Source: an optimization exercise on an open RTL-to-GDS flow (aim: small area and few clock cycles). Production flows keep margins and buffers that such runs may drop.
At most, simulation tests tie the RTL to the original design; equivalence was not proved.
No functional check of the RTL was part of run 3.
No activity file was given, so power comes from the tool's default toggle rates.

==> flow/design.v, too long to show whole: its modules and the start of the top module <==
// module cv32e40p_clock_gate: 8 lines
// module cv32e41s_sffr: 18 lines
// module cv32e41s_sffs: 18 lines
// module cv32e41s_alert: 35 lines
// module cv32e41s_alignment_buffer: 396 lines
// module cv32e41s_alu: 202 lines
// module cv32e41s_alu_b_cpop: 12 lines
// module cv32e41s_b_decoder: 289 lines
// module cv32e41s_clic_int_controller: 74 lines
// module cv32e41s_compressed_decoder: 284 lines
// module cv32e41s_controller: 161 lines
// module cv32e41s_controller_bypass: 160 lines
// module cv32e41s_controller_fsm: 771 lines
// module cv32e41s_cs_registers: 2767 lines
// module cv32e41s_csr: 70 lines
// module cv32e41s_data_obi_interface: 78 lines
// module cv32e41s_debug_triggers: 337 lines
// module cv32e41s_decoder: 190 lines
// module cv32e41s_div: 171 lines
// module cv32e41s_dummy_instr: 103 lines
// module cv32e41s_ex_stage: 282 lines
// module cv32e41s_ff_one: 52 lines
// module cv32e41s_i_decoder: 303 lines
// module cv32e41s_id_stage: 441 lines
// module cv32e41s_if_stage: 413 lines
// module cv32e41s_incore: 807 lines
// module cv32e41s_instr_obi_interface: 122 lines
// module cv32e41s_int_controller: 56 lines
// module cv32e41s_lfsr: 39 lines
// module cv32e41s_load_store_unit: 493 lines
// module cv32e41s_lsu_response_filter: 95 lines
// module cv32e41s_m_decoder: 87 lines
// module cv32e41s_mpu_test: 210 lines
// module cv32e41s_mpu_test_data: 210 lines
// module cv32e41s_mult: 111 lines
// module cv32e41s_obi_integrity_fifo: 104 lines
// module cv32e41s_pc_check: 125 lines
// module cv32e41s_pc_target: 30 lines
// module cv32e41s_pma: 63 lines
// module cv32e41s_pmp: 189 lines
// module cv32e41s_pmp_walker_64: 238 lines
// module cv32e41s_prefetch_unit: 100 lines
// module cv32e41s_prefetcher: 82 lines
// module cv32e41s_rchk_check: 22 lines
// module cv32e41s_register_file: 68 lines
// module cv32e41s_register_file_ecc: 42 lines
// module cv32e41s_register_file_wrapper: 46 lines
// module cv32e41s_sequencer: 278 lines
// module cv32e41s_sleep_unit: 44 lines
// module cv32e41s_wb_stage: 80 lines
// module cv32e41s_wpt: 85 lines
// module cv32e41s_write_buffer: 63 lines
// module cv32e41s_xpmp: 143 lines
module cv32e41s_incore 
#(
  parameter                             LIB                                     = 0,
  parameter logic RV32                                    = RV32I,
  parameter logic [1:0] B_EXT                                   = B_NONE,
  parameter logic [1:0] M_EXT                                   = M,
  parameter bit                         DEBUG                                   = 1,
  parameter logic [31:0]                DM_REGION_START                         = 32'hF0000000,
  parameter logic [31:0]                DM_REGION_END                           = 32'hF0003FFF,
  parameter int                         DBG_NUM_TRIGGERS                        = 1,
  parameter int                         PMA_NUM_REGIONS                         = 0,
  parameter logic [PMA_NUM_REGIONS*68-1:0]                   PMA_CFG            = '0,
  parameter bit                         CLIC                                    = 0,
  parameter int unsigned                CLIC_ID_WIDTH                           = 5,
  parameter int unsigned                CLIC_INTTHRESHBITS                      = 8,
  parameter int unsigned                PMP_GRANULARITY                         = 0,
  parameter int                         PMP_NUM_REGIONS                         = 0,
  parameter logic [PMP_NUM_REGIONS*8-1:0]                   PMP_PMPNCFG_RV     = '0,
  parameter logic [PMP_NUM_REGIONS*32-1:0]                PMP_PMPADDR_RV     = '0,
  // ...
==> flow/run.sh <==
#!/bin/bash
# synth_recipe.tcl (not shown) runs the flow's synth.tcl, then flattens the netlist and writes it again
# the make line also repeats each setting of config.mk as NAME=value (left out here)
make -C /OpenROAD-flow-scripts/flow DESIGN_CONFIG=/design/flow/config.mk WORK_HOME=/design/flow/orfs CLKGATE_MAP_FILE= SYNTH_SCRIPT=/design/flow/synth_recipe.tcl finish
==> flow/config.mk <==
export PLATFORM = sky130hd
export DESIGN_NAME = cv32e41s_incore
export DESIGN_NICKNAME = cv32e41s_incore
export VERILOG_FILES = /design/flow/design.v
export SDC_FILE = /design/flow/constraint.sdc
export NUM_CORES = 8
export LEC_CHECK = 0
export CAP_MARGIN = 10
export CORE_MARGIN = 2
export CORE_UTILIZATION = 65
export PLACE_DENSITY_LB_ADDON = 0.1
export SLEW_MARGIN = 10
==> flow/constraint.sdc <==
create_clock -name core_clock -period 20.0 [get_ports {clk_i}]
set_input_delay 4.0000 -clock core_clock [delete_from_list [all_inputs] [get_ports {clk_i}]]
set_output_delay 4.0000 -clock core_clock [all_outputs]
set_load 0.01 [all_outputs]
==> results.yml, run 1 <==
placed_design:
  hpwl_um: 700000
  port_buffers: 497
  dp.cells: 24800
  place_ws_ns: 4.88
cts:
  post-cts-setup-buffer-count: 0
  cts_max_path_buffers: 4
  cts_inserted_buffers: 286
  cts_root_buf: "clkbuf_16"
  h-tree-depth: 5
  cts_resized: 0
  cts_hold_buf: 0
synthesis:
  synth_top_family_by_area: "compound AO/OA/AOI/OAI gates"
  syn_inst: 21500
  synth_compound_area_frac: 0.195
  synth_area_leaders: "dfrtp_1, nand2_1, o21ai_0, mux4_2, fa_1"
  syn-cell-area_mm2: 0.190
  synth-adder-area-share: 0.0917
  synth_mux_area_frac: 0.130
  ys_ff_latch: 2551
  ys_warn_count: 347
  synth_edf_count: 0
  yosysTopAreaCell: "dfrtp_1"
  synth_common_cells: "nand2_1, dfrtp_1, o21ai_0"
outcome:
  failed_stage: "global routing (5_1_grt)"
  outcome: "did not finish"
  tool.error: "[ERROR GRT-0116] Global routing finished with congestion. Check the congestion regions in the DRC Viewer."
Testbench counts, summed over its fixed seeds: cycles 1,166,485.
==> run 2, diff against run 1 <==
--- a/flow/config.mk
+++ b/flow/config.mk
@@ -6,7 +6,6 @@
 export NUM_CORES = 8
 export LEC_CHECK = 0
-export CAP_MARGIN = 10
+export CAP_MARGIN = 35
 export CORE_MARGIN = 2
-export CORE_UTILIZATION = 65
-export PLACE_DENSITY_LB_ADDON = 0.1
-export SLEW_MARGIN = 10
+export CORE_UTILIZATION = 40
+export SLEW_MARGIN = 35
==> results.yml, run 2 <==
outcome:
  outcome: "no timing/DRC/antenna violations"
setup_path:
  rr_endpoint: "id_stage_i.id_ex_pipe_o[329]"
  critPathMaxStageDelay_ns: 0.80
  r2r_start: "id_stage_i.id_ex_pipe_o[283]"
  endpoint_kind: "output pin"
  path_max_fanout: 46
  reg2reg_slack_ns: 8.12
  worstRegToRegCells: 34
  cp_slowest_cell: "dfrtp_4"
  crit_arrival_ns: 12.26
  crit_required_ns: 16.00
  crit_type: "flop to output pin"
  cp-start-kind: "flop"
synthesis:
  async_flop_share: 1.00
  synth_area_leaders: "dfrtp_1, nand2_1, o21ai_0, mux4_2, fa_1"
  yosysMostFrequentCell: "nand2_1"
  syn-cell-area_mm2: 0.190
  synth_common_cells: "nand2_1, dfrtp_1, o21ai_0"
  ys_warn_count: 347
  syn_inst: 21500
  yosysTopAreaCellShare: 0.330
  ys_types: 133
  synth_edf_count: 0
  syn-mean-instance-area_um2: 8.83
  synth.yosys.seq_area_share: 0.337
  yosysTopAreaCell: "dfrtp_1"
  ys_ff_latch: 2551
  synthFlopType: "dfrtp_1"
timing:
  fin_hold_ws_ns: 0.468
  min_period_ns: 16.26
  relSlewSlack: 0.236
  skew_ns: 0.131
  hold_viol_final: 0
  finalSetupViolCount: 0
  finalSetupTns_ns: 0
  drv_slew: 0
  rsz0062_at_grt: "false"
  tightest_slew_ns: 1.15
  fin_crit_sh: 0.813
  fmax_mhz: 61.5
cells_and_area:
  layout_common_cells: "nand2_1, dfrtp_1, o21ai_0, nor2_1, a21oi_1"
  nNetsFinal: 22900
  largest_reg_flops: 992
  final_common_cell: "nand2_1"
  top_regs: "register_file_wrapper_i.register_file_i.mem x992, id_stage_i.id_ex_pipe_o x273, ex_stage_i.ex_wb_pipe_o x139"
  regMostFlops: "register_file_wrapper_i.register_file_i.mem"
  area_growth_pct: 12.7
  layout-drive-gt1-share: 0.124
detailed_routing:
  antenna_left: 0
  drt_wl_total_um: 994000
  drt-wirelength-per-cell_um: 35.6
  avgViaCountPerCell: 6.45
  vias: 180000
  drc: 0
  drt-pass1-iter-count: 10
  drt_iter0_drc: 25500
power:
  static-leakage-power_nw: 91.8
  switchingPower_w: 0.0180
  peakVddDrop_uv: 222
  seqPwrFrac: 0.213
  comb_power_share: 0.607
  power_frac_clock: 0.180
  p_int_w: 0.0159
  swShare: 0.530
  powerDensity_mw_per_mm2: 158
placed_design:
  globalplace.congestion: 1.08
  hpwl_um: 742000
  port_buffers: 497
cts:
  path_clk_slew_ns: 0.06
  cts_hold_buf: 0
  cts_tree: "built"
  cts_resized: 0
  cts_inserted_buffers: 313
  h-tree-depth: 5
  post-cts-setup-buffer-count: 0
  cts_root_buf: "clkbuf_16"
  clk_latency_ns: 1.05
  cts.sinks: 2551
  cts_max_path_buffers: 4
global_routing:
  grt_max_degree: 168
  antenna_found_initial: 129
  grt_overflow: 0
  grt_pass1_wl_um: 1370000
  grt_pass1_vias: 167000
  track_usage: 0.401
worst_hold_path:
  hold_end: "ex_stage_i.mul.mult_i.mulh_acc[22]"
  worstHoldStart: "ex_stage_i.mul.mult_i.mulh_acc[22]"
  hold_class: "flop to flop"
  min_path_cells: 2
floorplan:
  row_count: 252
  dieHeight_um: 693
  die_area_mm2: 0.480
  die_x_um: 693
  initial_core_util: 0.402
  ios: 747
  core_area_mm2: 0.472
job:
  drv_cap: 0
run 2: through the flow:
stage	setup WS, ns	util	instances	total power, W	area, um2
finish	3.74	0.454	27900	0.0339	214000
detailed placement	4.76	0.429	27200	0.0268	203000
floorplan	7.58	-	21600	0.0174	190000
CTS	3.71	0.452	27800	0.0329	213000
global placement	4.46	0.428	27200	0.0266	202000
global route	3.54	0.453	27800	0.0346	214000
run 2: routing by layer:
| metal | track usage | wire, um | vias up |
|---|---|---|---|
| met4 | 0.242 | 72200 | 64 |
| met1 | 0.539 | 397000 | 90500 |
| li1 | - | - | 76200 |
| met5 | 0 | 636 | - |
| met2 | 0.571 | 411000 | 10800 |
| met3 | 0.116 | 113000 | 2296 |
run 2: area by class of cell:
| cell class | count | area (um2) |
|---|---|---|
| fill | 45900 | 258000 |
| multi-input combinational | 16300 | 117000 |
| sequential | 2551 | 64000 |
| timing repair buffer | 1201 | 10900 |
| clock buffer | 459 | 9180 |
| tap | 6223 | 7790 |
| inverter | 954 | 3580 |
| clock inverter | 111 | 1500 |
| antenna | 68 | 170 |
run 2: critical path: cells and delay by family (launching register included):
family | cells | cell delay (ns)
AO/OA/AOI/OAI | 11 | 3.90
buffers and inverters | 5 | 2.43
AND/OR/NAND/NOR | 8 | 2.23
XOR/XNOR | 3 | 0.95
flip-flops | 1 | 0.80
adder cells (fa/ha/maj) | 2 | 0.49
multiplexers | 1 | 0.38
run 2: worst max path at each step:
stage                     slack, ns         endpoint                         start
after global routing           3.54  instr_achk_o[3]  if_stage_i.if_id_pipe_o[151]
final                          3.74  instr_achk_o[3]  if_stage_i.if_id_pipe_o[151]
after global placement         4.46  instr_achk_o[3]                   debug_req_i
after CTS                      3.71  instr_achk_o[3]  if_stage_i.if_id_pipe_o[151]
after floorplan                7.58  instr_achk_o[3]  if_stage_i.if_id_pipe_o[150]
after detailed placement       4.76      instr_req_o                   debug_req_i
run 2: logic make-up (layout without fill, tap and decap cells):
logic type,Yosys count,count (layout),synth area share
buf+inv,2694,2725,0.0573
compound gates,5989,5989,0.195
flops,2551,2551,0.337
xor+xnor,704,704,0.0328
mux,1766,1766,0.130
simple gates,6697,6697,0.156
other cells,1,141,0.0000198
fa+ha+maj,1086,1086,0.0917
run 2: power groups by stage:
stage	Clock (W)	Sequential, W	Combinational [W]
after floorplan	0	0.00641	0.0110
after global placement	0	0.00718	0.0194
after detailed placement	0	0.00720	0.0196
after CTS	0.00613	0.00711	0.0197
after global routing	0.00633	0.00719	0.0211
final	0.00610	0.00722	0.0205
==> module cv32e41s_load_store_unit, before the edit <==
module cv32e41s_load_store_unit 
#(parameter int unsigned PMP_GRANULARITY = 0,
  parameter int          PMP_NUM_REGIONS = 0,
  parameter int          PMA_NUM_REGIONS = 0,
  parameter logic [PMA_NUM_REGIONS*68-1:0]    PMA_CFG = '0,
  parameter int          DBG_NUM_TRIGGERS = 1,
  parameter bit          DEBUG = 1,
  parameter logic [31:0] DM_REGION_START = 32'hF0000000,
  parameter logic [31:0] DM_REGION_END   = 32'hF0003FFF,
  parameter logic XPMP_PMR_ENABLE   = PMR_NONE,
  parameter logic [1:0] XPMP_PMR_ENCODING = PMR_ENC_LIN,
  parameter logic XPMP_TRIE         = PMP_TRIE_NONE,
  parameter logic [1:0] XPMP_TRIE_CMP     = PMP_TRIE_NOTCPM
)
(
  input  logic        clk,
  input  logic        rst_n,
  input  ctrl_fsm_t   ctrl_fsm_i,
  input  cv32e41s_if_c_obi_data_master_i   c_obi_data_if_ma_i,
  output cv32e41s_if_c_obi_data_master_o   c_obi_data_if_ma_o,
  input id_ex_pipe_t  id_ex_pipe_i,
  output logic        busy_o,
  output logic        interruptible_o,
  input logic [31:0]  trigger_match_0_i,
  output logic        lsu_split_0_o,             
  output logic        lsu_first_op_0_o,          
  output logic        lsu_last_op_0_o,           
  output logic [31:0] lsu_addr_o,
  output logic        lsu_we_o,
  output logic [3:0]  lsu_be_o,
  output lsu_err_wb_t lsu_err_1_o,
  output logic [31:0] lsu_rdata_1_o,             
  output mpu_status_e lsu_mpu_status_1_o,        
  output logic [31:0] lsu_wpt_match_1_o,         
  input               pmp_csr_t csr_pmp_i,
  output logic			       							pmp_lsu_req_o, 
  output logic [31:0]			 							pmp_lsu_addr_o,
  input  logic        									pmp_lsu_rvalid_i,
  input  logic [31:0] 									pmp_lsu_rdata_b0_i,
  input  logic [31:0] 									pmp_lsu_rdata_b1_i,
  input              privlvl_t priv_lvl_lsu_i,
  input  logic        valid_0_i,                 
  output logic        ready_0_o,                 
  output logic        valid_0_o,
  input  logic        ready_0_i,
  input  logic        valid_1_i,                 
  output logic        ready_1_o,                 
  output logic        valid_1_o,
  input  logic        ready_1_i,
  output logic        mpu_lsu_trie_fault_o,
  output logic        integrity_err_o,
  output logic        protocol_err_o,
  input xsecure_ctrl_t   xsecure_ctrl_i
);
  localparam DEPTH = 2;                            
  localparam OUTSTND_CNT_WIDTH = $clog2(DEPTH+1);  
  trans_req_t     trans;
  logic           trans_valid;
  logic           trans_ready;
  logic           wpt_trans_valid;
  logic           wpt_trans_ready;
  logic           wpt_trans_pushpop;
  obi_data_req_t  wpt_trans;
  logic           mpu_trans_valid;
  logic           mpu_trans_ready;
  logic           mpu_trans_pushpop;
  obi_data_req_t  mpu_trans;
  logic           resp_valid;
  logic [31:0]    resp_rdata;
  data_resp_t     resp;
  logic           wpt_resp_valid;
  logic [31:0]    wpt_resp_rdata;
  data_resp_t     wpt_resp;
  logic           mpu_resp_valid;
  data_resp_t     mpu_resp;
  logic           buffer_trans_valid;
  logic           buffer_trans_ready;
  obi_data_req_t  buffer_trans;
  logic           filter_trans_valid;
  logic           filter_trans_ready;
  obi_data_req_t  filter_trans;
  logic           filter_resp_valid;
  obi_data_resp_t filter_resp;
  lsu_err_wb_t    filter_err;
  logic           bus_trans_valid;
  logic           bus_trans_ready;
  obi_data_req_t  bus_trans;
  logic           bus_resp_valid;
  obi_data_resp_t bus_resp;
  logic [OUTSTND_CNT_WIDTH-1:0]     cnt_q;                 
  logic [OUTSTND_CNT_WIDTH-1:0]     next_cnt;              
  logic                             count_up;              
  logic                             count_down;            
  logic                             cnt_is_one_next;
  logic           ctrl_update;           
  logic [1:0]     lsu_size_q;
  logic           lsu_sext_q;
  logic           lsu_we_q;
  logic [1:0]     rdata_offset_q;
  logic           last_q;                
  logic [3:0]     be;                    
  logic [31:0]    wdata;
  logic           split_q;               
  logic           misaligned_halfword;   
  logic           misaligned_access;     
  logic           filter_resp_busy;      
  logic [31:0]    rdata_q;
  logic           done_0;                
  logic           trans_valid_q;         
  logic           protocol_err_mpu;      
  logic           filter_protocol_err;   
  logic           integrity_err_obi;     
  logic           protocol_err_obi;     
  logic           mpu_trie_fault;
  always_comb begin
    trans.addr  = (id_ex_pipe_i.alu_operand_a + id_ex_pipe_i.alu_operand_b);
    trans.we    = id_ex_pipe_i.lsu_we;
    trans.size  = id_ex_pipe_i.lsu_size;
    trans.wdata = id_ex_pipe_i.operand_c;
    trans.mode  = priv_lvl_lsu_i;
    trans.dbg   = ctrl_fsm_i.debug_mode;
    trans.sext  = id_ex_pipe_i.lsu_sext;
  end
    logic [31:0]  test = id_ex_pipe_i.alu_operand_a;
    logic [31:0]  test1 = id_ex_pipe_i.alu_operand_b;
  assign lsu_addr_o = wpt_trans.addr;
  assign lsu_we_o   = wpt_trans.we;
  assign lsu_be_o = be;
  always_comb
  begin
    case (trans.size)  
      2'b00: begin  
        case (trans.addr[1:0])
          2'b00: be = 4'b0001;
          2'b01: be = 4'b0010;
          2'b10: be = 4'b0100;
          2'b11: be = 4'b1000;
          default:;
        endcase;  
      end
      2'b01:
      begin  
        if (split_q == 1'b0)
        begin  
          case (trans.addr[1:0])
            2'b00: be = 4'b0011;
            2'b01: be = 4'b0110;
            2'b10: be = 4'b1100;
            2'b11: be = 4'b1000;
            default:;
          endcase;  
        end
        else
        begin  
          be = 4'b0001;
        end
      end
      default:
      begin  
        if (split_q == 1'b0)
        begin  
          case (trans.addr[1:0])
            2'b00: be = 4'b1111;
            2'b01: be = 4'b1110;
            2'b10: be = 4'b1100;
            2'b11: be = 4'b1000;
            default:;
          endcase;  
        end
        else
        begin  
          case (trans.addr[1:0])
            2'b00: be = 4'b0000;  
            2'b01: be = 4'b0001;
            2'b10: be = 4'b0011;
            2'b11: be = 4'b0111;
            default:;
          endcase;  
        end
      end
    endcase;  
  end
  always_comb
  begin
    case (trans.addr[1:0])
      2'b00: wdata = trans.wdata[31:0];
      2'b01: wdata = {trans.wdata[23:0], trans.wdata[31:24]};
      2'b10: wdata = {trans.wdata[15:0], trans.wdata[31:16]};
      2'b11: wdata = {trans.wdata[ 7:0], trans.wdata[31: 8]};
      default:;
    endcase;  
  end
  always_ff @(posedge clk, negedge rst_n)
  begin
    if (rst_n == 1'b0) begin
      lsu_size_q       <= 2'b0;
      lsu_sext_q       <= 1'b0;
      lsu_we_q         <= 1'b0;
      rdata_offset_q   <= 2'b0;
      last_q           <= 1'b0;
    end else if (ctrl_update) begin      
      lsu_size_q     <= trans.size;
      lsu_sext_q     <= trans.sext;
      lsu_we_q       <= trans.we;
      rdata_offset_q <= trans.addr[1:0];
      last_q         <= lsu_split_0_o ? 1'b0 : 1'b1;
    end
  end
  always_ff @(posedge clk, negedge rst_n) begin
    if (rst_n == 1'b0) begin
      split_q    <= 1'b0;
    end else begin
      if(!valid_0_i) begin
        split_q <= 1'b0;  
      end else if (ctrl_update) begin  
        split_q <= lsu_split_0_o;
      end
    end
  end
  logic [31:0] rdata_ext;
  logic [63:0] rdata_full;
  logic [63:0] rdata_aligned;  
  logic        rdata_is_split;
  assign rdata_is_split = ((lsu_size_q == 2'b10) && (rdata_offset_q != 2'b00)) ||  
                          ((lsu_size_q == 2'b01) && (rdata_offset_q == 2'b11));    
  assign rdata_full  = rdata_is_split ? {resp_rdata, rdata_q} :    
                                        {resp_rdata, resp_rdata};  
  assign rdata_aligned = rdata_full >> (8*rdata_offset_q);
  always_comb begin
    case (lsu_size_q)
      2'b00:   rdata_ext = {{24{lsu_sext_q && rdata_aligned[ 7]}},  rdata_aligned[ 7:0]};  
      2'b01:   rdata_ext = {{16{lsu_sext_q && rdata_aligned[ 15]}}, rdata_aligned[15:0]};  
      default: rdata_ext =                                          rdata_aligned[31:0];   
    endcase
  end
  always_ff @(posedge clk, negedge rst_n)
  begin
    if (rst_n == 1'b0) begin
      rdata_q <= '0;
    end else if (resp_valid && !lsu_we_q) begin
      if (split_q || lsu_split_0_o) begin
        rdata_q <= resp_rdata;
      end else begin
        rdata_q <= rdata_ext;
      end
    end
  end
  assign lsu_rdata_1_o = rdata_ext;
  assign misaligned_access = split_q || lsu_split_0_o || misaligned_halfword;
  always_comb
  begin
    lsu_split_0_o = 1'b0;
    misaligned_halfword = 1'b0;
    if (valid_0_i && !split_q)
    begin
      case (trans.size)
        2'b10:  
        begin
          if (trans.addr[1:0] != 2'b00)
            lsu_split_0_o = 1'b1;
        end
        2'b01:  
        begin
          if (trans.addr[1:0] == 2'b11)
            lsu_split_0_o = 1'b1;
          if (trans.addr[0] != 1'b0)
            misaligned_halfword = 1'b1;
        end
        default:;
      endcase  
    end
  end
  assign lsu_last_op_0_o  = !lsu_split_0_o;
  assign lsu_first_op_0_o = !split_q;
  assign busy_o = filter_resp_busy || (cnt_q > 0) || trans_valid;
  always_comb begin
    wpt_trans.addr      = (split_q ? {trans.addr[31:2], 2'b00} + 'h4 : trans.addr);
    wpt_trans.we        = trans.we;
    wpt_trans.be        = be;
    wpt_trans.wdata     = wdata;
    wpt_trans.prot      = {trans.mode, 1'b1};               
    wpt_trans.dbg       = trans.dbg;
    wpt_trans.memtype   = 2'b00;                            
    wpt_trans.achk      = 13'h0;                            
    wpt_trans.integrity = 1'b0;                             
  end
  assign wpt_trans_valid = trans_valid;
  assign trans_ready     = wpt_trans_ready;
  assign wpt_trans_pushpop = id_ex_pipe_i.instr_meta.pushpop;
  assign trans_valid = valid_0_i && (cnt_q < DEPTH);
  assign ready_1_o   = ((cnt_q == 2'b00) ? 1'b1 : resp_valid) && ready_1_i;
  assign valid_1_o                          = resp_valid && valid_1_i;
  assign done_0    = (
                      !(valid_0_i) ? 1'b1 :
                      (cnt_q == 2'b00)        ? (trans_valid && trans_ready) :
                      (cnt_q == 2'b01)        ? (trans_valid && trans_ready) :
                      1'b1
                     ) && ready_0_i;
  assign valid_0_o =  (
                       (cnt_q == 2'b00) ? (trans_valid && trans_ready) :
                       (cnt_q == 2'b01) ? (trans_valid && trans_ready) :
                       1'b1
                      ) && valid_0_i;
  assign ready_0_o = done_0 && !lsu_split_0_o;
  assign lsu_mpu_status_1_o   = resp.mpu_status;
  assign ctrl_update = done_0 && valid_0_i;
  assign count_up = trans_valid && trans_ready;          
  assign count_down = resp_valid;                        
  always_comb begin
    case ({count_up, count_down})
      2'b00 : begin
        next_cnt = cnt_q;
      end
      2'b01 : begin
        next_cnt = (cnt_q == 0) ? cnt_q : cnt_q - 1'b1;
      end
      2'b10 : begin
        next_cnt = cnt_q + 1'b1;
      end
      2'b11 : begin
        next_cnt = cnt_q;
      end
      default:;
    endcase
  end
  assign cnt_is_one_next = next_cnt == 2'h1;
  always_ff @(posedge clk, negedge rst_n)
  begin
    if (rst_n == 1'b0) begin
      cnt_q <= '0;
    end else begin
      cnt_q <= (mpu_trie_fault) ? 0 : next_cnt;
    end
  end
  always_ff @(posedge clk, negedge rst_n)
  begin
    if (rst_n == 1'b0) begin
      trans_valid_q <= 1'b0;
    end else begin
      if (trans_valid && !ctrl_update) begin
        trans_valid_q <= 1'b1;
      end else if (ctrl_update) begin
        trans_valid_q <= 1'b0;
      end
    end
  end
  assign interruptible_o = !trans_valid_q && (cnt_q == '0);
  assign lsu_err_1_o = filter_err;
  generate
    if (DBG_NUM_TRIGGERS > 0) begin : gen_wpt
      cv32e41s_wpt wpt_i
        (
        .clk                 ( clk               ),
        .rst_n               ( rst_n             ),
        .trigger_match_i     ( trigger_match_0_i ),
        .mpu_trans_ready_i   ( mpu_trans_ready   ),
        .mpu_trans_valid_o   ( mpu_trans_valid   ),
        .mpu_trans_pushpop_o ( mpu_trans_pushpop ),
        .mpu_trans_o         ( mpu_trans         ),
        .mpu_resp_valid_i    ( mpu_resp_valid    ),
        .mpu_resp_i          ( mpu_resp          ),
        .core_trans_valid_i  ( wpt_trans_valid   ),
        .core_trans_ready_o  ( wpt_trans_ready   ),
        .core_trans_pushpop_i( wpt_trans_pushpop ),
        .core_trans_i        ( wpt_trans         ),
        .core_resp_valid_o   ( wpt_resp_valid    ),
        .core_resp_o         ( wpt_resp          ),
        .core_one_txn_pend_n ( cnt_is_one_next   ),
        .core_wpt_wait_i     ( 1'b1              ),
        .core_wpt_match_o    (                   )
        );
      assign wpt_resp_rdata = wpt_resp.bus_resp.rdata;
      assign resp_valid = wpt_resp_valid;
      assign resp_rdata = wpt_resp_rdata;
      assign resp       = wpt_resp;
      assign lsu_wpt_match_1_o = resp.wpt_match;
    end else begin : gen_no_wpt
      assign lsu_wpt_match_1_o = resp.wpt_match;
      assign mpu_trans_valid   = wpt_trans_valid;
      assign mpu_trans         = wpt_trans;
      assign mpu_trans_pushpop = wpt_trans_pushpop;
      assign wpt_trans_ready   = mpu_trans_ready;
      assign wpt_resp_valid    = mpu_resp_valid;
      assign wpt_resp          = mpu_resp;
      assign wpt_resp_rdata = wpt_resp.bus_resp.rdata;
      assign resp_valid = wpt_resp_valid;
      assign resp_rdata = wpt_resp_rdata;
      assign resp       = wpt_resp;
    end
  endgenerate
  cv32e41s_mpu_test_data
  #(
    .IF_STAGE           ( 0                    ),
    .PMA_NUM_REGIONS    ( PMA_NUM_REGIONS      ),
    .PMA_CFG            ( PMA_CFG              ),
    .PMP_GRANULARITY    ( PMP_GRANULARITY      ),
    .PMP_NUM_REGIONS    ( PMP_NUM_REGIONS      ),
    .DEBUG              ( DEBUG                ),
    .DM_REGION_START    ( DM_REGION_START      ),
    .DM_REGION_END      ( DM_REGION_END        ),
    .XPMP_PMR_ENABLE      ( XPMP_PMR_ENABLE         ),              
    .XPMP_PMR_ENCODING    ( XPMP_PMR_ENCODING       ),   
    .XPMP_TRIE            ( XPMP_TRIE               ),   
    .XPMP_TRIE_CMP        ( XPMP_TRIE_CMP           ) 
  )
  mpu_i
  (
    .clk                  ( clk                ),
    .rst_n                ( rst_n              ),
    .misaligned_access_i  ( misaligned_access  ),
    .csr_pmp_i            ( csr_pmp_i          ),
    .core_one_txn_pend_n  ( cnt_is_one_next    ),
    .core_mpu_err_wait_i  ( 1'b1               ),
    .core_mpu_err_o       ( mpu_trie_fault     ),
    .core_trans_valid_i   ( mpu_trans_valid    ),
    .core_trans_pushpop_i ( mpu_trans_pushpop  ),
    .core_trans_ready_o   ( mpu_trans_ready    ),
    .core_trans_i         ( mpu_trans          ),
    .core_resp_valid_o    ( mpu_resp_valid     ),
    .core_resp_o          ( mpu_resp           ),
    .pmp_imp_req_o        ( pmp_lsu_req_o                       ), 
    .pmp_imp_addr_o       ( pmp_lsu_addr_o                      ),
    .pmp_imp_rvalid_i     ( pmp_lsu_rvalid_i                    ),
    .pmp_imp_rdata_b0_i   ( pmp_lsu_rdata_b0_i                    ),
    .pmp_imp_rdata_b1_i   ( pmp_lsu_rdata_b1_i                    ),
    .bus_trans_valid_o    ( filter_trans_valid ),
    .bus_trans_ready_i    ( filter_trans_ready ),
    .bus_trans_o          ( filter_trans       ),
    .bus_resp_valid_i     ( filter_resp_valid  ),
    .bus_resp_i           ( filter_resp        )
  );
  assign protocol_err_mpu = resp_valid && !(|cnt_q);
  cv32e41s_lsu_response_filter
  #(
    .DEPTH              ( DEPTH              ),
    .OUTSTND_CNT_WIDTH  ( OUTSTND_CNT_WIDTH  )
  )
    response_filter_i
      (.clk            ( clk                 ),
       .rst_n          ( rst_n               ),
       .busy_o         ( filter_resp_busy    ),
       .valid_i        ( filter_trans_valid  ),
       .ready_o        ( filter_trans_ready  ),
       .trans_i        ( filter_trans        ),
       .resp_valid_o   ( filter_resp_valid   ),
       .resp_o         ( filter_resp         ),
       .err_o          ( filter_err          ),
       .valid_o        ( buffer_trans_valid  ),
       .ready_i        ( buffer_trans_ready  ),
       .trans_o        ( buffer_trans        ),
       .resp_valid_i   ( bus_resp_valid      ),
       .resp_i         ( bus_resp            ),
       .protocol_err_o ( filter_protocol_err )
     );
  cv32e41s_write_buffer
  #(
    .PMA_NUM_REGIONS    ( PMA_NUM_REGIONS    ),
    .PMA_CFG            ( PMA_CFG            )
  )
  write_buffer_i
  (
    .clk                ( clk                ),
    .rst_n              ( rst_n              ),
    .valid_i            ( buffer_trans_valid ),
    .ready_o            ( buffer_trans_ready ),
    .trans_i            ( buffer_trans       ),
    .valid_o            ( bus_trans_valid    ),
    .ready_i            ( bus_trans_ready    ),
    .trans_o            ( bus_trans          )
  );
  cv32e41s_data_obi_interface
  #(
      .MAX_OUTSTANDING (DEPTH)
  )
  data_obi_i
  (
    .clk                ( clk               ),
    .rst_n              ( rst_n             ),
    .trans_valid_i      ( bus_trans_valid   ),
    .trans_ready_o      ( bus_trans_ready   ),
    .trans_i            ( bus_trans         ),
    .resp_valid_o       ( bus_resp_valid    ),
    .resp_o             ( bus_resp          ),
    .integrity_err_o    ( integrity_err_obi ),
    .protocol_err_o     ( protocol_err_obi  ),
    .xsecure_ctrl_i     ( xsecure_ctrl_i    ),
    .c_obi_data_if_ma_i ( c_obi_data_if_ma_i  ),
    .c_obi_data_if_ma_o ( c_obi_data_if_ma_o  )
  );
  assign mpu_lsu_trie_fault_o = mpu_trie_fault;
  assign integrity_err_o = integrity_err_obi;
  assign protocol_err_o  = protocol_err_obi || protocol_err_mpu || filter_protocol_err;
endmodule
==> module cv32e41s_register_file, before the edit <==
module cv32e41s_register_file 
  #(
      parameter int unsigned REGFILE_NUM_READ_PORTS = 2,
      parameter logic RV32                   = RV32I
  )
  (
    input logic                           clk,
    input logic                           rst_n,
    input logic                           hint_instr_id_i,
    input logic                           hint_instr_wb_i,
    input logic                           dummy_instr_id_i,
    input logic                           dummy_instr_wb_i,
    input                                 rf_addr_t [REGFILE_NUM_READ_PORTS-1:0] raddr_i ,
    output logic [REGFILE_NUM_READ_PORTS-1:0] [REGFILE_WORD_WIDTH-1:0] rdata_o ,
    input                                 rf_addr_t [REGFILE_NUM_WRITE_PORTS-1:0] waddr_i ,
    input logic [REGFILE_NUM_WRITE_PORTS-1:0] [REGFILE_WORD_WIDTH-1:0] wdata_i ,
    input logic [REGFILE_NUM_WRITE_PORTS-1:0] we_i 
   );
  localparam logic [REGFILE_WORD_WIDTH-1:0] RF_REG_RV = 32'h0;
  localparam REGFILE_NUM_WORDS = (RV32 == RV32I) ? 32 : 16;
  localparam REGFILE_IMPL_ADDR_WIDTH = $clog2(REGFILE_NUM_WORDS);
  logic [REGFILE_NUM_WORDS-1:0] [REGFILE_WORD_WIDTH-1:0] mem       ;
  logic [REGFILE_NUM_WORDS-1:0] [REGFILE_WORD_WIDTH-1:0] mem_gated ;
  logic [REGFILE_NUM_WRITE_PORTS-1:0] [REGFILE_NUM_WORDS-1:0] we_dec;
  generate
    if (SECURE) begin
      assign mem_gated[0] = RF_REG_RV;
      for (genvar addr=1; addr < REGFILE_NUM_WORDS; addr++) begin
        assign mem_gated[addr] = mem[addr];
      end
    end else begin
      assign mem_gated = mem;
    end
  endgenerate
  genvar ridx;
  generate
    for (ridx=0; ridx<REGFILE_NUM_READ_PORTS; ridx++) begin : gen_regfile_rdata
      assign rdata_o[ridx] = mem_gated[raddr_i[ridx][REGFILE_IMPL_ADDR_WIDTH-1:0]];
    end
  endgenerate
  genvar reg_index, port_index;
  generate
    for (reg_index=0; reg_index<REGFILE_NUM_WORDS; reg_index++) begin : gen_we_decoder
      for (port_index=0; port_index<REGFILE_NUM_WRITE_PORTS; port_index++) begin : gen_we_ports
        assign we_dec[port_index][reg_index] = (waddr_i[port_index] == reg_index) ? we_i[port_index] : 1'b0;
      end  
    end  
  endgenerate
  genvar i;
  generate
    assign mem[0] = RF_REG_RV;
    for (i = 1; i < REGFILE_NUM_WORDS; i++)
    begin : gen_rf
      always_ff @(posedge clk, negedge rst_n)
      begin : register_write_behavioral
        if (rst_n==1'b0) begin
          mem[i] <= RF_REG_RV;
        end else begin
          for(int j=0; j<REGFILE_NUM_WRITE_PORTS; j++) begin : rf_write_ports
            if(we_dec[j][i] == 1'b1) begin
              mem[i] <= wdata_i[j];
            end
          end
        end
      end
    end
  endgenerate
endmodule
==> run 3, diff against run 2 <==
--- a/flow/design.v
+++ b/flow/design.v
@@ -10507,20 +10507,7 @@
        .protocol_err_o ( filter_protocol_err )
      );
-  cv32e41s_write_buffer
-  #(
-    .PMA_NUM_REGIONS    ( PMA_NUM_REGIONS    ),
-    .PMA_CFG            ( PMA_CFG            )
-  )
-  write_buffer_i
-  (
-    .clk                ( clk                ),
-    .rst_n              ( rst_n              ),
-    .valid_i            ( buffer_trans_valid ),
-    .ready_o            ( buffer_trans_ready ),
-    .trans_i            ( buffer_trans       ),
-    .valid_o            ( bus_trans_valid    ),
-    .ready_i            ( bus_trans_ready    ),
-    .trans_o            ( bus_trans          )
-  );
+  assign bus_trans_valid    = buffer_trans_valid;
+  assign buffer_trans_ready = bus_trans_ready;
+  assign bus_trans          = buffer_trans;
   cv32e41s_data_obi_interface
   #(
@@ -12235,4 +12222,6 @@
   logic [REGFILE_NUM_WORDS-1:0] [REGFILE_WORD_WIDTH-1:0] mem       ;
   logic [REGFILE_NUM_WORDS-1:0] [REGFILE_WORD_WIDTH-1:0] mem_gated ;
+  logic [REGFILE_NUM_WORDS-1:0] [REGFILE_WORD_WIDTH-1:0] mem_q     ;
+  logic [REGFILE_NUM_WORDS-1:0]                          written_q ;
   logic [REGFILE_NUM_WRITE_PORTS-1:0] [REGFILE_NUM_WORDS-1:0] we_dec;
   generate
@@ -12249,5 +12238,5 @@
   generate
     for (ridx=0; ridx<REGFILE_NUM_READ_PORTS; ridx++) begin : gen_regfile_rdata
-      assign rdata_o[ridx] = mem_gated[raddr_i[ridx][REGFILE_IMPL_ADDR_WIDTH-1:0]];
+      assign rdata_o[ridx] = written_q[raddr_i[ridx][REGFILE_IMPL_ADDR_WIDTH-1:0]] ? mem_q[raddr_i[ridx][REGFILE_IMPL_ADDR_WIDTH-1:0]] : RF_REG_RV;
     end
   endgenerate
@@ -12263,16 +12252,20 @@
   generate
     assign mem[0] = RF_REG_RV;
+    assign mem_q[0] = RF_REG_RV;
+    assign written_q[0] = 1'b0;
     for (i = 1; i < REGFILE_NUM_WORDS; i++)
     begin : gen_rf
-      always_ff @(posedge clk, negedge rst_n)
+      always_ff @(posedge clk)
       begin : register_write_behavioral
-        if (rst_n==1'b0) begin
-          mem[i] <= RF_REG_RV;
-        end else begin
-          for(int j=0; j<REGFILE_NUM_WRITE_PORTS; j++) begin : rf_write_ports
-            if(we_dec[j][i] == 1'b1) begin
-              mem[i] <= wdata_i[j];
-            end
-          end
+        if (we_dec[0][i] == 1'b1) begin
+          mem_q[i] <= wdata_i[0];
+        end
+      end
+      always_ff @(posedge clk, negedge rst_n)
+      begin : register_written
+        if (rst_n == 1'b0) begin
+          written_q[i] <= 1'b0;
+        end else if (we_dec[0][i] == 1'b1) begin
+          written_q[i] <= 1'b1;
         end
       end
--- a/flow/config.mk
+++ b/flow/config.mk
@@ -6,6 +6,6 @@
 export NUM_CORES = 8
 export LEC_CHECK = 0
-export CAP_MARGIN = 35
+export CAP_MARGIN = 10
 export CORE_MARGIN = 2
-export CORE_UTILIZATION = 40
-export SLEW_MARGIN = 35
+export CORE_UTILIZATION = 45
+export SLEW_MARGIN = 10
==> results.yml, run 3 <==
synthesis:
  yosysMostFrequentCell: "nand2_1"
  synth_edf_count: 992
  yosysTopAreaCell: "dfrtp_1"
  async_flop_share: 0.616
  ys_warn_count: 346
  synthFlopType: "dfrtp_1"
  syn-cell-area_mm2: 0.185
  ys_types: 123
  synth.yosys.seq_area_share: 0.376
  yosysTopAreaCellShare: 0.208
  ys_ff_latch: 2581
  syn_inst: 19200
  synth_area_leaders: "dfrtp_1, edfxtp_1, mux4_2, fa_1, nand2_1"
  syn-mean-instance-area_um2: 9.64
  synth_common_cells: "nand2_1, dfrtp_1, o21ai_0"
cts:
  cts_tree: "built"
  h-tree-depth: 5
  cts_max_path_buffers: 4
  cts_root_buf: "clkbuf_16"
  cts_hold_buf: 0
  cts.sinks: 2581
  path_clk_slew_ns: 0.06
  cts_inserted_buffers: 300
  clk_latency_ns: 1.01
  post-cts-setup-buffer-count: 0
  cts_resized: 0
global_routing:
  antenna_found_initial: 102
  grt_overflow: 0
  top_usage_layer: "met2"
  grt_pass1_wl_um: 1250000
  grtUsageMet2: 0.609
  grt_pass1_vias: 156000
  grt_max_degree: 156
  met3_usage: 0.124
  track_usage: 0.428
  met1_usage: 0.568
floorplan:
  core_area_mm2: 0.410
  initial_core_util: 0.452
  die_area_mm2: 0.417
  ios: 747
  dieHeight_um: 645
  die_x_um: 645
  row_count: 235
setup_path:
  rr_endpoint: "ex_stage_i.ex_wb_pipe_o[197]"
  reg2reg_slack_ns: 7.46
  crit_arrival_ns: 11.66
  path_max_fanout: 41
  cp-start-kind: "flop"
  critPathMaxStageDelay_ns: 0.81
  crit_required_ns: 16.00
  r2r_start: "id_stage_i.id_ex_pipe_o[280]"
  endpoint_kind: "output pin"
  crit_type: "flop to output pin"
  cp_slowest_cell: "o21ai_0"
  worstRegToRegCells: 34
worst_hold_path:
  hold_class: "flop to flop"
  worstHoldStart: "if_stage_i.instruction_obi_i.obi_a_req_q[1]"
  min_path_cells: 2
  hold_end: "if_stage_i.instruction_obi_i.obi_a_req_q[1]"
cells_and_area:
  n_fill_cell: 38000
  stdcell_count: 25000
  final_common_cell: "nand2_1"
  layout_common_cells: "nand2_1, dfrtp_1, o21ai_0, nor2_1, a21oi_1"
  largest_reg_flops: 992
  area_growth_pct: 12.0
  nNetsFinal: 20800
  layout-drive-gt1-share: 0.127
  regMostFlops: "register_file_wrapper_i.register_file_i.mem_q"
  top_regs: "register_file_wrapper_i.register_file_i.mem_q x992, id_stage_i.id_ex_pipe_o x273, ex_stage_i.ex_wb_pipe_o x139"
  final_util: 0.506
timing:
  hold_viol_final: 0
  rsz0062_at_grt: "false"
  finalSetupTns_ns: 0
  fin_crit_sh: 0.783
  relSlewSlack: -0.00312
  fmax_mhz: 63.9
  tightest_slew_ns: 1.50
  fin_hold_ws_ns: 0.467
  skew_ns: 0.113
  finalSetupViolCount: 0
  drv_slew: 5
  min_period_ns: 15.66
detailed_routing:
  vias: 168000
  drt-wirelength-per-cell_um: 36.6
  antenna_left: 0
  drc: 0
  avgViaCountPerCell: 6.70
  drt_iter0_drc: 26100
  drt-pass1-iter-count: 10
  drt_wl_total_um: 915000
power:
  static-leakage-power_nw: 79.9
  peakVddDrop_uv: 75.6
  powerDensity_mw_per_mm2: 69.5
job:
  drv_cap: 1
placed_design:
  port_buffers: 496
  globalplace.congestion: 1.11
  dp.cells: 24400
  hpwl_um: 684000
outcome:
  violations: "capacitance limit, slew limit"
  outcome: "failed layout checks"
## run 3: cell count changes after synthesis, sizes merged, moves of 87 or more
cell,before,now
o21ai,2371,1526
clkbuf,1326,1039
edfxtp,0,992
nor2,1490,1402
dfrtp,2503,1541
a22oi,145,232
nand2,3263,2380
mux2,499,386
## run 3: cell type report
class	instances	area [um2]	share of cell area
Timing Repair Buffer	1135	9860	0.0475
Antenna cell	59	148	0.000712
Clock buffer	405	8450	0.0408
Tap cell	5451	6820	0.0329
Sequential cell	2581	69700	0.336
Inverter	981	3680	0.0178
Multi-Input combinational cell	14300	107000	0.516
Clock inverter	146	1850	0.00891
## run 3: critical path, delay by kind of cell (launching register included)
family                     cells  cell delay (ns)
AOI/OAI and AO/OA             12             3.91
adders and majority gates      1             0.40
buffers and inverters          4             2.17
DFF                            1             0.79
muxes                          3             1.28
and+or+nand+nor                8             2.01
## run 3: worst max-delay path by stage
stage,end,startpoint,slack (ns),cells past startpoint
finish,instr_req_o,if_stage_i.if_id_pipe_o[150],4.34,28
global route,instr_req_o,if_stage_i.if_id_pipe_o[150],4.01,28
CTS,instr_req_o,if_stage_i.if_id_pipe_o[150],4.49,28
detailed placement,instr_achk_o[1],debug_req_i,4.77,21
global placement,instr_achk_o[1],debug_req_i,4.81,21
floorplan,data_req_o,debug_req_i,7.57,23
## run 3: kinds of logic after synthesis
| family | count (synthesis) | synth area share |
|---|---|---|
| fa+ha+maj | 1105 | 0.0953 |
| other cells | 2 | 0.0000406 |
| buf+inv | 2439 | 0.0537 |
| compound gates | 5058 | 0.172 |
| xor+xnor | 630 | 0.0300 |
| simple gates | 5680 | 0.138 |
| flops | 2581 | 0.376 |
| mux | 1720 | 0.135 |
## run 3: per-stage QoR
stage	cell area, um2	worst slack, ns	total power [W]
floorplan	185000	7.57	0.00749
global placement	197000	4.81	0.00853
detailed placement	197000	4.77	0.00855
CTS	207000	4.49	0.0144
global route	207000	4.01	0.0148
finish	207000	4.34	0.0144
## run 3: report_power, final
part / switching (W) / internal [W]
combinational: 0.00193 / 0.000920
sequential: 0.000124 / 0.00558
clock: 0.00247 / 0.00340
## run 3: metal layers
metal,vias up,wire length [um]
met1,84500,353000
met5,-,437
met4,62,71800
met2,10900,380000
met3,2403,110000
li1,69800,-
==> module cv32e41s_alu, before the edit <==
module cv32e41s_alu 
#(
  parameter logic [1:0] B_EXT  = B_NONE
)
(
  input  alu_opcode_e       operator_i,
  input  logic [31:0]       operand_a_i,
  input  logic [31:0]       operand_b_i,
  input  logic [31:0]       muldiv_operand_b_i,
  output logic [31:0]       result_o,
  output logic              cmp_result_o,
  input logic               div_clz_en_i,
  input logic [31:0]        div_clz_data_rev_i,
  output logic [5:0]        div_clz_result_o,
  input logic               div_shift_en_i,
  input logic [5:0]         div_shift_amt_i,
  output logic [31:0]       div_op_b_shifted_o
);
  localparam RV32B_ZBS = (B_EXT == ZBA_ZBB_ZBS) || (B_EXT == ZBA_ZBB_ZBC_ZBS);
  logic [31:0] operand_a_rev;
  logic [31:0] operand_b_rev;
  always_comb for (int i = 0; i < 32; i++) operand_a_rev[i] = operand_a_i[31-i];
  always_comb for (int i = 0; i < 32; i++) operand_b_rev[i] = operand_b_i[31-i];
  logic [32:0] adder_in_a, adder_in_b;
  logic [31:0] adder_result;
  logic [33:0] adder_result_expanded;
  logic        adder_subtract;
  assign adder_subtract = operator_i[3];
  assign adder_in_a = {operand_a_i,                                 1'b1          };
  assign adder_in_b = {adder_subtract ? ~operand_b_i : operand_b_i, adder_subtract};
  assign adder_result_expanded = $unsigned(adder_in_a) + $unsigned(adder_in_b);
  assign adder_result = adder_result_expanded[32:1];
  logic [5:0]  shifter_shamt;            
  logic        shifter_rshift;           
  logic [31:0] shifter_aa, shifter_bb;
  logic [63:0] shifter_tmp;
  logic [31:0] shifter_result;
  assign shifter_rshift = operator_i[2];
  always_comb begin
    if (div_shift_en_i) begin
      shifter_shamt =  {1'b0, div_shift_amt_i[4:0]};     
    end else if (shifter_rshift) begin
      shifter_shamt = -{1'b0, operand_b_i[4:0]};
    end else begin
      shifter_shamt =  {1'b0, operand_b_i[4:0]};
    end
  end
  always_comb begin
    shifter_aa = div_shift_en_i ? muldiv_operand_b_i : operand_a_i;
    shifter_bb = 32'h0;
    case (operator_i)
      ALU_SRA : begin
        shifter_bb = {32{operand_a_i[31]}};
      end
      ALU_B_ROL,
      ALU_B_ROR : begin
        shifter_bb = operand_a_i;
      end
      ALU_B_BSET,
      ALU_B_BCLR,
      ALU_B_BINV : begin
        if (RV32B_ZBS) begin
          shifter_aa = 32'h1;
        end
      end
      default: ;
    endcase
  end
  always_comb begin
    shifter_tmp = {shifter_bb, shifter_aa};
    shifter_tmp = shifter_shamt[5] ? {shifter_tmp[31:0], shifter_tmp[63:32]} : shifter_tmp;
    shifter_tmp = shifter_shamt[4] ? {shifter_tmp[47:0], shifter_tmp[63:48]} : shifter_tmp;
    shifter_tmp = shifter_shamt[3] ? {shifter_tmp[55:0], shifter_tmp[63:56]} : shifter_tmp;
    shifter_tmp = shifter_shamt[2] ? {shifter_tmp[59:0], shifter_tmp[63:60]} : shifter_tmp;
    shifter_tmp = shifter_shamt[1] ? {shifter_tmp[61:0], shifter_tmp[63:62]} : shifter_tmp;
    shifter_tmp = shifter_shamt[0] ? {shifter_tmp[62:0], shifter_tmp[63:63]} : shifter_tmp;
  end
  generate
    if (RV32B_ZBS) begin : gen_shift_zbs
      always_comb begin
        shifter_result = shifter_tmp[31:0];
        case (operator_i)
          ALU_B_BEXT : shifter_result =       32'h1 &  shifter_tmp[31:0];
          ALU_B_BSET : shifter_result = operand_a_i |  shifter_tmp[31:0];
          ALU_B_BCLR : shifter_result = operand_a_i & ~shifter_tmp[31:0];
          ALU_B_BINV : shifter_result = operand_a_i ^  shifter_tmp[31:0];
          default: ;
        endcase
      end
    end else begin : gen_shift_nozbs
      assign shifter_result = shifter_tmp[31:0];
    end
  endgenerate
  assign div_op_b_shifted_o = shifter_tmp[31:0];
  logic [31:0] result_shnadd;
  assign result_shnadd = (operand_a_i << ((operator_i == ALU_B_SH1ADD) ? 1 : (operator_i == ALU_B_SH2ADD) ? 2 : 3)) + operand_b_i;
  logic is_equal;
  logic is_greater;      
  logic is_signed;
  assign is_signed = operator_i[3];
  assign is_equal = (operand_a_i == operand_b_i);
  assign is_greater = $signed({operand_a_i[31] & is_signed, operand_a_i}) > $signed({operand_b_i[31] & is_signed, operand_b_i});
  always_comb
  begin
    cmp_result_o = is_equal;
    case (operator_i)
      ALU_EQ          : cmp_result_o = is_equal;
      ALU_NE          : cmp_result_o = !is_equal;
      ALU_GE, ALU_GEU : cmp_result_o = is_greater || is_equal;
      ALU_LT, ALU_LTU : cmp_result_o = !(is_greater || is_equal);
      default: ;
    endcase
  end
  logic [31:0] min_minu_result;
  logic [31:0] max_maxu_result;
  assign min_minu_result = (!is_greater) ? operand_a_i : operand_b_i;
  assign max_maxu_result = ( is_greater) ? operand_a_i : operand_b_i;
  logic [31:0] clz_data_in;
  logic [4:0]  ff1_result;  
  logic        ff_no_one;   
  logic [ 5:0] cpop_result_o;
  assign clz_data_in = div_clz_en_i ? div_clz_data_rev_i :
                       (operator_i == ALU_B_CTZ) ? operand_a_i : operand_a_rev;
  cv32e41s_ff_one ff_one_i
  (
    .in_i        ( clz_data_in ),
    .first_one_o ( ff1_result ),
    .no_ones_o   ( ff_no_one  )
  );
  assign div_clz_result_o = ff_no_one ? 6'd32 : ff1_result;
  cv32e41s_alu_b_cpop alu_b_cpop_i
    (.operand_i (operand_a_i),
     .result_o  (cpop_result_o));
  logic [31:0] clmul_result;
  logic [31:0] clmulr_result;
  logic [31:0] clmulh_result;
  generate
    if (B_EXT == ZBA_ZBB_ZBC_ZBS) begin: clmul
      logic [31:0] clmul_op_a;
      logic [31:0] clmul_op_b;
      assign clmul_op_a = (operator_i != ALU_B_CLMUL) ? operand_a_rev : operand_a_i;
      assign clmul_op_b = (operator_i != ALU_B_CLMUL) ? operand_b_rev : operand_b_i;
      always_comb begin
        clmul_result ='0;
        for (integer i = 0; i < 32; i++) begin
          for (integer j = 0; j < i+1; j++) begin
            clmul_result[i] = clmul_result[i] ^ (clmul_op_a[i-j] & clmul_op_b[j]);
          end
        end
      end
      always_comb for (int i = 0; i < 32; i++) clmulr_result[i] = clmul_result[31-i];  
      assign clmulh_result = {1'b0, clmulr_result[31:1]};
    end else begin: no_clmul
      assign clmul_result  = 32'h0;
      assign clmulr_result = 32'h0;
      assign clmulh_result = 32'h0;
    end
  endgenerate
  always_comb
  begin
    result_o = 32'h0;
    case (operator_i)
      ALU_AND    : result_o = operand_a_i &  operand_b_i;
      ALU_OR     : result_o = operand_a_i |  operand_b_i;
      ALU_XOR    : result_o = operand_a_i ^  operand_b_i;
      ALU_B_ANDN : result_o = operand_a_i & ~operand_b_i;
      ALU_B_ORN  : result_o = operand_a_i | ~operand_b_i;
      ALU_B_XNOR : result_o = operand_a_i ^ ~operand_b_i;
      ALU_ADD,
      ALU_SUB : result_o = adder_result;
      ALU_SLL,
      ALU_SRL,
      ALU_SRA,
      ALU_B_ROL,
      ALU_B_ROR,
      ALU_B_BSET,
      ALU_B_BCLR,
      ALU_B_BINV,
      ALU_B_BEXT   : result_o = shifter_result;
      ALU_SLT, ALU_SLTU: result_o = {31'b0, !(is_greater || is_equal)};
      ALU_B_SH1ADD,
      ALU_B_SH2ADD,
      ALU_B_SH3ADD : result_o = result_shnadd;
      ALU_B_CLZ,
      ALU_B_CTZ    : result_o = {26'h0, div_clz_result_o};
      ALU_B_CPOP   : result_o = {26'h0, cpop_result_o};
      ALU_B_MIN,
      ALU_B_MINU   : result_o = min_minu_result;
      ALU_B_MAX,
      ALU_B_MAXU   : result_o = max_maxu_result;
      ALU_B_ORC_B  : result_o = {{(8){|operand_a_i[31:24]}}, {(8){|operand_a_i[23:16]}}, {(8){|operand_a_i[15:8]}}, {(8){|operand_a_i[7:0]}}};
      ALU_B_REV8   : result_o = {operand_a_i[7:0], operand_a_i[15:8], operand_a_i[23:16], operand_a_i[31:24]};
      ALU_B_SEXT_B : result_o = {{(24){operand_a_i[ 7]}}, operand_a_i[ 7:0]};
      ALU_B_SEXT_H : result_o = {{(16){operand_a_i[15]}}, operand_a_i[15:0]};
      ALU_B_ZEXT_H : result_o = {16'h0000, operand_a_i[15:0]};
      ALU_B_CLMUL  : result_o = clmul_result;
      ALU_B_CLMULH : result_o = clmulh_result;
      ALU_B_CLMULR : result_o = clmulr_result;
      default: ;
    endcase
  end
endmodule
==> module cv32e41s_mult, before the edit <==
module cv32e41s_mult 
(
  input  logic        clk,
  input  logic        rst_n,
  input  logic        valid_i,
  input  mul_opcode_e operator_i,
  input  logic [ 1:0] signed_mode_i,
  input  logic [31:0] op_a_i,
  input  logic [31:0] op_b_i,
  output logic [31:0] result_o,
  output logic        ready_o,
  output logic        valid_o,
  input  logic        ready_i
);
  logic [31:0] op_a;
  logic [31:0] op_b;
  logic [33:0] int_result;
  logic        mulh_shift;
  mul_state_e  mulh_state;
  mul_state_e  mulh_state_next;
  logic [16:0] mulh_al;
  logic [16:0] mulh_bl;
  logic [16:0] mulh_ah;
  logic [16:0] mulh_bh;
  logic [16:0] mulh_a;
  logic [16:0] mulh_b;
  logic [32:0] mulh_acc;
  logic [32:0] mulh_acc_next;
  logic [32:0] mulh_acc_res;
  logic [33:0] result;
  logic [33:0] result_shifted;
  assign mulh_al[15:0] = op_a_i[15:0];
  assign mulh_bl[15:0] = op_b_i[15:0];
  assign mulh_ah[15:0] = op_a_i[31:16];
  assign mulh_bh[15:0] = op_b_i[31:16];
  assign mulh_al[16] = 1'b0;
  assign mulh_bl[16] = 1'b0;
  assign mulh_ah[16] = signed_mode_i[0] && op_a_i[31];
  assign mulh_bh[16] = signed_mode_i[1] && op_b_i[31];
  always_comb
  begin
    mulh_shift       = 1'b0;
    mulh_a           = mulh_al;
    mulh_b           = mulh_bl;
    mulh_state_next  = mulh_state;
    ready_o          = 1'b0;
    valid_o          = 1'b0;
    mulh_acc_next    = mulh_acc;
    case (mulh_state)
      MUL_ALBL: begin
        if (operator_i == MUL_H) begin
          mulh_shift      = 1'b1;
          mulh_state_next = MUL_ALBH;
          mulh_acc_next   = mulh_acc_res;
        end
        else begin
          valid_o         = 1'b1;
          if (ready_i) begin
            ready_o        = 1'b1;
          end
        end
      end
      MUL_ALBH: begin
        mulh_state_next  = MUL_AHBL;
        mulh_acc_next    = mulh_acc_res;
        mulh_a           = mulh_al;
        mulh_b           = mulh_bh;
      end
      MUL_AHBL: begin
        mulh_state_next  = MUL_AHBH;
        mulh_acc_next    = mulh_acc_res;
        mulh_shift       = 1'b1;
        mulh_a           = mulh_ah;
        mulh_b           = mulh_bl;
      end
      MUL_AHBH: begin
        valid_o           = 1'b1;
        mulh_a            = mulh_ah;
        mulh_b            = mulh_bh;
        if (ready_i) begin
          ready_o         = 1'b1;
          mulh_state_next = MUL_ALBL;
          mulh_acc_next   = '0;
        end
      end
      default: ;
    endcase
    if (!valid_i) begin
      mulh_state_next = MUL_ALBL;
      ready_o = 1'b1;
      valid_o = 1'b0;
      mulh_acc_next = '0;
    end
  end  
  always_ff @(posedge clk, negedge rst_n) begin
    if (rst_n == 1'b0) begin
      mulh_acc   <=  '0;
      mulh_state <= MUL_ALBL;
    end else begin
      mulh_acc   <= mulh_acc_next;
      mulh_state <= mulh_state_next;
    end
  end
  assign result_shifted = $signed(result) >>> 16;
  assign mulh_acc_res   = mulh_shift ? result_shifted[32:0] : result[32:0];
  assign op_a = (operator_i == MUL_M32) ? op_a_i : {{16{mulh_a[16]}}, mulh_a[15:0]};
  assign op_b = (operator_i == MUL_M32) ? op_b_i : {{16{mulh_b[16]}}, mulh_b[15:0]};
  assign int_result = $signed(op_a) * $signed(op_b);
  assign result   = $signed(int_result) + $signed(mulh_acc);
  assign result_o = result[31:0];
endmodule
==> run 4, diff against run 3 <==
--- a/flow/design.v
+++ b/flow/design.v
@@ -1921,8 +1921,4 @@
         shifter_bb = {32{operand_a_i[31]}};
       end
-      ALU_B_ROL,
-      ALU_B_ROR : begin
-        shifter_bb = operand_a_i;
-      end
       ALU_B_BSET,
       ALU_B_BCLR,
@@ -1988,6 +1984,5 @@
   logic        ff_no_one;   
   logic [ 5:0] cpop_result_o;
-  assign clz_data_in = div_clz_en_i ? div_clz_data_rev_i :
-                       (operator_i == ALU_B_CTZ) ? operand_a_i : operand_a_rev;
+  assign clz_data_in = div_clz_data_rev_i;
   cv32e41s_ff_one ff_one_i
   (
@@ -2032,37 +2027,11 @@
       ALU_OR     : result_o = operand_a_i |  operand_b_i;
       ALU_XOR    : result_o = operand_a_i ^  operand_b_i;
-      ALU_B_ANDN : result_o = operand_a_i & ~operand_b_i;
-      ALU_B_ORN  : result_o = operand_a_i | ~operand_b_i;
-      ALU_B_XNOR : result_o = operand_a_i ^ ~operand_b_i;
       ALU_ADD,
-      ALU_SUB : result_o = adder_result;
+      ALU_SUB    : result_o = adder_result;
       ALU_SLL,
       ALU_SRL,
-      ALU_SRA,
-      ALU_B_ROL,
-      ALU_B_ROR,
-      ALU_B_BSET,
-      ALU_B_BCLR,
-      ALU_B_BINV,
-      ALU_B_BEXT   : result_o = shifter_result;
-      ALU_SLT, ALU_SLTU: result_o = {31'b0, !(is_greater || is_equal)};
-      ALU_B_SH1ADD,
-      ALU_B_SH2ADD,
-      ALU_B_SH3ADD : result_o = result_shnadd;
-      ALU_B_CLZ,
-      ALU_B_CTZ    : result_o = {26'h0, div_clz_result_o};
-      ALU_B_CPOP   : result_o = {26'h0, cpop_result_o};
-      ALU_B_MIN,
-      ALU_B_MINU   : result_o = min_minu_result;
-      ALU_B_MAX,
-      ALU_B_MAXU   : result_o = max_maxu_result;
-      ALU_B_ORC_B  : result_o = {{(8){|operand_a_i[31:24]}}, {(8){|operand_a_i[23:16]}}, {(8){|operand_a_i[15:8]}}, {(8){|operand_a_i[7:0]}}};
-      ALU_B_REV8   : result_o = {operand_a_i[7:0], operand_a_i[15:8], operand_a_i[23:16], operand_a_i[31:24]};
-      ALU_B_SEXT_B : result_o = {{(24){operand_a_i[ 7]}}, operand_a_i[ 7:0]};
-      ALU_B_SEXT_H : result_o = {{(16){operand_a_i[15]}}, operand_a_i[15:0]};
-      ALU_B_ZEXT_H : result_o = {16'h0000, operand_a_i[15:0]};
-      ALU_B_CLMUL  : result_o = clmul_result;
-      ALU_B_CLMULH : result_o = clmulh_result;
-      ALU_B_CLMULR : result_o = clmulr_result;
+      ALU_SRA    : result_o = shifter_result;
+      ALU_SLT,
+      ALU_SLTU   : result_o = {31'b0, !(is_greater || is_equal)};
       default: ;
     endcase
@@ -11242,6 +11211,29 @@
   assign op_a = (operator_i == MUL_M32) ? op_a_i : {{16{mulh_a[16]}}, mulh_a[15:0]};
   assign op_b = (operator_i == MUL_M32) ? op_b_i : {{16{mulh_b[16]}}, mulh_b[15:0]};
-  assign int_result = $signed(op_a) * $signed(op_b);
-  assign result   = $signed(int_result) + $signed(mulh_acc);
+  logic [33:0] booth_a;
+  logic [33:0] booth_rows [0:15];
+  logic [15:0] booth_neg;
+  assign booth_a = {{2{op_a[31]}}, op_a};
+  always_comb begin
+    for (int k = 0; k < 16; k++) begin
+      logic bb0, bb1, bbm1, x1, x2;
+      logic [33:0] mag;
+      bbm1 = (k == 0) ? 1'b0 : op_b[2*k-1];
+      bb0  = op_b[2*k];
+      bb1  = op_b[2*k+1];
+      x1   = bb0 ^ bbm1;
+      x2   = (bb1 & ~bb0 & ~bbm1) | (~bb1 & bb0 & bbm1);
+      mag  = x1 ? booth_a : (x2 ? {booth_a[32:0], 1'b0} : 34'd0);
+      booth_neg[k]  = bb1;
+      booth_rows[k] = (bb1 ? ~mag : mag) << (2*k);
+    end
+  end
+  always_comb begin
+    logic [33:0] s;
+    s = {mulh_acc[32], mulh_acc};
+    for (int k = 0; k < 16; k++) s = s + booth_rows[k] + (34'(booth_neg[k]) << (2*k));
+    result = s;
+  end
+  assign int_result = '0;
   assign result_o = result[31:0];
 endmodule
--- a/flow/config.mk
+++ b/flow/config.mk
@@ -6,6 +6,8 @@
 export NUM_CORES = 8
 export LEC_CHECK = 0
-export CAP_MARGIN = 10
+export CAP_MARGIN = 25
 export CORE_MARGIN = 2
-export CORE_UTILIZATION = 45
-export SLEW_MARGIN = 10
+export CORE_UTILIZATION = 40
+export CTS_BUF_LIST = sky130_fd_sc_hd__clkbuf_4 sky130_fd_sc_hd__clkbuf_8
+export CTS_CLUSTER_SIZE = 30
+export SLEW_MARGIN = 25
==> results.yml, run 4 <==
outcome:
  outcome: "no timing/DRC/antenna violations"
synthesis:
  yosysTopAreaCellShare: 0.211
  synth_edf_count: 992
  ys_ff_latch: 2581
  synth-simple-area-share: 0.122
  synth_compound_area_frac: 0.196
  syn-mean-instance-area_um2: 9.70
  yosysTopAreaCell: "dfrtp_1"
  yosysMostFrequentCell: "nand2_1"
  synthXorXnorAreaFrac: 0.0367
  ys_types: 116
  synthFlopType: "dfrtp_1"
  synth.yosys.seq_area_share: 0.380
  synth_area_leaders: "dfrtp_1, edfxtp_1, mux4_2, a21oi_1, mux2i_1"
  synth-adder-area-share: 0.0666
  syn-cell-area_mm2: 0.183
  synth_top_family_by_area: "compound AO/OA/AOI/OAI gates"
  synth_common_cells: "nand2_1, a21oi_1, dfrtp_1"
  async_flop_share: 0.616
  ys_warn_count: 347
  syn_inst: 18900
  synth_mux_area_frac: 0.147
cts:
  path_clk_slew_ns: 0.06
  h-tree-depth: 5
  clk_latency_ns: 1.29
  cts_hold_buf: 0
  cts_resized: 0
  cts_root_buf: "clkbuf_8"
  cts_max_path_buffers: 4
  cts.sinks: 2581
  post-cts-setup-buffer-count: 0
  cts_inserted_buffers: 449
  cts_tree: "built"
global_routing:
  grt_pass1_vias: 156000
  antenna_found_initial: 93
  grt_max_degree: 159
  grt_pass1_wl_um: 1270000
  track_usage: 0.386
  grt_overflow: 0
setup_path:
  critPathMaxStageDelay_ns: 0.94
  crit_arrival_ns: 12.81
  cp_slowest_cell: "dfrtp_4"
  path_max_fanout: 53
  endpoint_kind: "output pin"
  cp-start-kind: "flop"
  crit_required_ns: 16.00
  crit_type: "flop to output pin"
timing:
  drv_slew: 0
  fmax_mhz: 59.5
  fin_crit_sh: 0.840
  hold_viol_final: 0
  relSlewSlack: 0.142
  rsz0062_at_grt: "false"
  min_period_ns: 16.81
  skew_ns: 0.142
  tightest_slew_ns: 1.28
  finalSetupViolCount: 0
  finalSetupTns_ns: 0
floorplan:
  row_count: 248
  die_area_mm2: 0.463
  initial_core_util: 0.401
  dieHeight_um: 680
  die_x_um: 680
  core_area_mm2: 0.456
  ios: 747
cells_and_area:
  top_regs: "register_file_wrapper_i.register_file_i.mem_q x992, id_stage_i.id_ex_pipe_o x273, ex_stage_i.ex_wb_pipe_o x139"
  regMostFlops: "register_file_wrapper_i.register_file_i.mem_q"
  largest_reg_flops: 992
  layout-drive-gt1-share: 0.154
  n_fill_cell: 43500
  final_common_cell: "nand2_1"
  layout_common_cells: "nand2_1, a21oi_1, dfrtp_1, o21ai_0, nor2_1"
  nNetsFinal: 20200
  fin_area_mm2: 0.205
  area_growth_pct: 12.3
power:
  powerDensity_mw_per_mm2: 149
  peakVddDrop_uv: 226
  static-leakage-power_nw: 79.6
detailed_routing:
  avgViaCountPerCell: 6.66
  vias: 169000
  drt_iter0_drc: 27000
  drc: 0
  drt_wl_total_um: 925000
  antenna_left: 0
  drt-pass1-iter-count: 15
  drt-wirelength-per-cell_um: 36.4
placed_design:
  hpwl_um: 678000
  globalplace.congestion: 1.10
  dpl_cell_area_mm2: 0.195
  port_buffers: 496
worst_hold_path:
  hold_class: "flop to flop"
job:
  drv_cap: 0
[run 4: cell type report]
| class | instances | area, um2 | share of cell area |
|---|---|---|---|
| multi-input combinational | 14100 | 106000 | 0.514 |
| sequential | 2581 | 69700 | 0.339 |
| timing repair buffer | 1154 | 10100 | 0.0493 |
| clock buffer | 705 | 8710 | 0.0424 |
| tap | 6000 | 7510 | 0.0365 |
| inverter | 654 | 2460 | 0.0120 |
| clock inverter | 131 | 1260 | 0.00613 |
| antenna | 52 | 130 | 0.000633 |
[run 4: path summary, 6_finish.rpt]
check,from,end,slack [ns],depth (start not counted)
worst min register to register,id_stage_i.id_ex_pipe_o[166],ex_stage_i.ex_wb_pipe_o[11],0.46,1
worst min-delay path,id_stage_i.id_ex_pipe_o[166],ex_stage_i.ex_wb_pipe_o[11],0.46,1
max in group asynchronous,rst_ni,wb_stage_i.lsu_wpt_match_q[24],13.47,6
worst max register to register,if_stage_i.if_id_pipe_o[151],flop,7.66,29
worst max-delay path,if_stage_i.if_id_pipe_o[151],instr_req_o,3.19,30
min in group asynchronous,rst_ni,cs_registers_i.mhpmcounter_blk[161],2.69,1
[run 4: cells by family (layout without fill, tap and decap cells)]
kind of cell	after synthesis	in the layout
compound gates	5703	5703
xor+xnor	761	761
fa+ha+maj	812	812
buf+inv	2239	2644
flops	2581	2581
mux	1875	1875
other cells	2	126
simple gates	4892	4892
[run 4: layer usage]
metal,share of wire,track usage,routed length (um),vias up
li1,-,-,-,70500
met1,0.39,0.515,356000,84300
met2,0.41,0.546,378000,11800
met3,0.12,0.107,113000,2475
met4,0.083,0.258,76900,46
met5,0.00036,0.00531,331,-
[run 4: power by group]
part	leakage, nW	internal [W]	total (W)	switching [W]
Clock	5.29	0.00301	0.00552	0.00251
Combinational	45.9	0.00593	0.0175	0.0116
Sequential	28.4	0.00621	0.00760	0.00139
[run 4: critical path: cells and delay by family, from the launching register on]
family	cells	cell delay (ns)
AOI/OAI and AO/OA	14	5.44
adders and majority gates	2	0.45
buffers and inverters	5	2.13
DFF	1	0.94
muxes	3	1.06
and+or+nand+nor	6	1.42
[run 4: metrics by stage]
step | std cells | hold slack [ns] | utilization | setup WS [ns] | power, W
2_1_floorplan | 18900 | 0.430 | - | 6.90 | 0.0164
3_5_place_dp | 24500 | 0.462 | 0.428 | 4.40 | 0.0244
4_1_cts | 25300 | 0.458 | 0.450 | 3.46 | 0.0299
3_3_place_gp | 24500 | 0.459 | 0.428 | 4.59 | 0.0243
5_1_grt | 25300 | 0.489 | 0.451 | 3.08 | 0.0313
6_report | 25400 | 0.456 | 0.451 | 3.19 | 0.0306
Testbench counts of run 4, summed over its fixed seeds: cycles 1,166,485.

Check on run 4: ideal ports give 3.193 ns setup slack; a clkbuf_16 on the clock port and buf_2 on the inputs give 3.061 ns; moving port delays by the midpoint clock arrival (1.353 ns) as well gives 3.844 ns.
